Context: an optimization exercise on an open-source flow, tuned for small area. The choices shown serve that exercise and are no tape-out recipe. Function was checked by simulation only, so behaviour that the tests miss may differ from the original.

// power
module power #(
    parameter DATA_WIDTH = 32
)(
    input  wire                     clk,
    input  wire                     reset_n,
    input  wire                     s_valid,
    input  wire  [DATA_WIDTH-1:0]   s_data,
    output wire                     s_ready,
    input  wire                     m_ready,
    output wire                     m_valid,
    output wire  [63:0]             m_data
);
  wire [31:0] s_data_n;
  power_inv u_inv (.a(s_data), .y(s_data_n));
  wire p1 = ~(s_data_n[0] | s_data_n[1]);
  wire p2 = ~(s_data_n[0] | s_data_n[2]);
  wire p3 = ~(s_data_n[0] | s_data_n[3]);
  wire p4 = ~(s_data_n[0] | s_data_n[4]);
  wire p5 = ~(s_data_n[0] | s_data_n[5]);
  wire p6 = ~(s_data_n[0] | s_data_n[6]);
  wire p7 = ~(s_data_n[0] | s_data_n[7]);
  wire p8 = ~(s_data_n[0] | s_data_n[8]);
  wire p9 = ~(s_data_n[0] | s_data_n[9]);
  wire p10 = ~(s_data_n[0] | s_data_n[10]);
  wire p11 = ~(s_data_n[0] | s_data_n[11]);
  wire p12 = ~(s_data_n[0] | s_data_n[12]);
  wire p13 = ~(s_data_n[0] | s_data_n[13]);
  wire p14 = ~(s_data_n[0] | s_data_n[14]);
  wire p15 = ~(s_data_n[0] | s_data_n[15]);
  wire p16 = ~(s_data_n[0] | s_data_n[16]);
  wire p17 = ~(s_data_n[0] | s_data_n[17]);
  wire p18 = ~(s_data_n[0] | s_data_n[18]);
  ...
Size: ~5900 cells after synthesis, ~120 flip-flops, about 0.061 sq mm of cells after synthesis.
Settings: LEC_CHECK=0, CAP_MARGIN=5, CORE_MARGIN=2, CORE_UTILIZATION=65, PLACE_DENSITY=0.75, SLEW_MARGIN=5, SYNTH_HIERARCHICAL=1; clock period 11.0 ns.
run.sh (not shown) runs the stock make flow with config.mk's settings and CLKGATE_MAP_FILE= SYNTH_SCRIPT=/design/flow/synth_recipe.tcl, a recipe that flattens the netlist after the stock synthesis.
Next try:
- CAP_MARGIN: 5 -> 20
- SLEW_MARGIN: 5 -> 20
The new run completed with no timing, DRC or antenna violations.
Sequential share of layout area stays the same.
Design area is unchanged.
Non-clock buffer count stays the same.
Hold slack is unchanged.
Utilization does not change.
Clock skew is unchanged.
Sequential cell count is unchanged.
Setup slack is unchanged.
Routed wire length is unchanged.

========
oak:
Another version of the RTL of power (not shown whole).
For scale: ~5700 cells after synthesis, about 120 flip-flops, about 100 I/O pins.
Settings: LEC_CHECK=0, CAP_MARGIN=20, CORE_MARGIN=2, CORE_UTILIZATION=40, CTS_BUF_LIST=sky130_fd_sc_hd__clkbuf_8, GPL_TIMING_DRIVEN=0, SLEW_MARGIN=20, SYNTH_HIERARCHICAL=1; clock period 11.0 ns.
standard.sh (not shown) runs the stock make flow with config.mk's settings and CLKGATE_MAP_FILE= SYNTH_SCRIPT=/design/flow/synth_recipe.tcl, a recipe that flattens the netlist after the stock synthesis.
==> flow/flow/run.sh <==
#!/bin/bash
# The standard layout (standard.sh, its synthesis unchanged), with these
# changes after synthesis:
#  - the port buffers that global placement inserts are buf_1 cells
#    (buffer_ports picks clkdlybuf4s50_1 on its own);
#  - clock tree synthesis inserts no dummy loads (its arguments are ORFS's
#    own, with the buffer list of config.mk, plus -dont_use_dummy_load);
set -euo pipefail
bash standard.sh 'BUFFER_PORTS_ARGS=-buffer_cell sky130_fd_sc_hd__buf_1' \
  'CTS_ARGS=-sink_clustering_enable -repair_clock_nets -buf_list sky130_fd_sc_hd__clkbuf_8 -dont_use_dummy_load' \
  PRE_GLOBAL_PLACE_TCL="$PWD/flow/unbuffer.tcl" \
  finish > standard_flow.log 2>&1
==> flow/flow/unbuffer.tcl <==
# Global placement runs without timing-driven mode here, which would skip
# ORFS's removal of the buffers that synthesis (abc) inserted: remove them.
remove_buffers
oak ran to completion and came out clean on the timing, design-rule and antenna checks.
For pine, these inputs were changed with respect to oak:
==> flow/run.sh (new file) <==
#!/bin/bash
# synth_recipe.tcl (not shown) runs the flow's synth.tcl, then flattens the netlist and writes it again
# the make line also repeats each setting of config.mk as NAME=value (left out here)
make -C /OpenROAD-flow-scripts/flow DESIGN_CONFIG=/design/flow/config.mk WORK_HOME=/design/flow/orfs CLKGATE_MAP_FILE= SYNTH_SCRIPT=/design/flow/synth_recipe.tcl finish
-- flow/config.mk --
<<< oak, line 9
export CORE_MARGIN = 2
export CORE_UTILIZATION = 40
export CTS_BUF_LIST = sky130_fd_sc_hd__clkbuf_8
export GPL_TIMING_DRIVEN = 0
export SLEW_MARGIN = 20
export SYNTH_HIERARCHICAL = 1
>>> pine, line 9
export CORE_MARGIN = 2
export CORE_UTILIZATION = 40
export SLEW_MARGIN = 20
export SYNTH_HIERARCHICAL = 1
removed: flow/flow/run.sh
removed: flow/flow/unbuffer.tcl
removed: flow/standard.sh
Results
pine: flow completed, timing, DRC and antenna clean. Fraction of the cycle the final worst path needs came out lower on pine than on oak. Comparing the two runs side by side, pine comes out behind oak on wire length. Number of cells on the critical path on pine is up relative to oak. Final non-filler cell area of pine falls short of that of oak by a few percent.
Inputs modified between pine and birch:
==> flow/flow/run.sh (new file) <==
#!/bin/bash
# The standard layout, with one change: the port buffers that global
# placement inserts are buf_1 cells (buffer_ports picks clkdlybuf4s50_1 on
# its own).  Everything else, synthesis included, is standard.sh's.
set -euo pipefail
bash standard.sh 'BUFFER_PORTS_ARGS=-buffer_cell sky130_fd_sc_hd__buf_1' finish > standard_flow.log 2>&1
==> flow/standard.sh (new file) <==
#!/bin/bash
# synth_recipe.tcl (not shown) runs the flow's synth.tcl, then flattens the netlist and writes it again
# the make line also repeats each setting of config.mk as NAME=value (left out here)
make -C /OpenROAD-flow-scripts/flow DESIGN_CONFIG=/design/flow/config.mk WORK_HOME=/design/flow/orfs CLKGATE_MAP_FILE= SYNTH_SCRIPT=/design/flow/synth_recipe.tcl "${@:-finish}"
removed: flow/run.sh
[summary]
- birch | status: complete | timing, DRC, antenna: pass
- Global-route usage: pine vs birch, no meaningful difference
- birch reports a lower final clock skew than pine does.
- Diff pine -> birch | total placed instance area | decrease of 890 sq um
- Looking at birch and pine, the insertion delay to the later sink of the worst-skew pair is a wash.
- The setup slack of birch is larger than that of pine.
- The routability congestion estimate in birch sits about 1.5% above the value recorded for pine.
The following lists how maple was set up differently from birch:
-- flow/config.mk --
<<< birch, line 9
export CORE_MARGIN = 2
export CORE_UTILIZATION = 40
export SLEW_MARGIN = 20
export SYNTH_HIERARCHICAL = 1
>>> maple, line 9
export CORE_MARGIN = 2
export CORE_UTILIZATION = 40
export CTS_BUF_LIST = sky130_fd_sc_hd__clkbuf_8
export SLEW_MARGIN = 20
export SYNTH_HIERARCHICAL = 1
==> comparison <==
- When the final numbers for birch and maple were put side by side, the via count of the routed design turned out to be smaller in maple.
- Comparing maple with birch, the first-iteration DRC count came out essentially unchanged.
- Any difference in wire length of the first global-routing pass between maple and birch is small enough to ignore.
- Against birch, the final cell area of maple is lower.

port drivers added, routing unchanged:
In the flow no input, the clock included, has a driving cell. The finished layouts below were timed again as built, in two steps. Step 1 (the two cells are an assumption about what drives the block):
set clk [get_ports {clk}]
set_driving_cell -lib_cell sky130_fd_sc_hd__clkbuf_16 $clk
set_driving_cell -lib_cell sky130_fd_sc_hd__buf_2 [delete_from_list [all_inputs] $clk]
Step 2 times the ports against the registers' clock, not the clock port: input delays grow and output delays shrink by t, the midpoint of the rising clock arrivals with the driver on. Slacks: ideal / step 1 / step 2; pairs: ideal / step 1.
run	t, ns	slack for setup (ns)	worst data-port slew with drivers (ns)
the first run of note 1	0.544	0.768 / 0.692 / 1.236	0.04
the second run of note 1	0.544	0.768 / 0.692 / 1.236	0.04
oak	0.612	0.324 / 0.259 / 0.871	0.05
pine	0.548	0.448 / 0.370 / 0.918	0.04
birch	0.559	0.505 / 0.427 / 0.987	0.04
maple	0.611	0.439 / 0.366 / 0.977	0.04
After both steps every run listed still meets setup and hold.
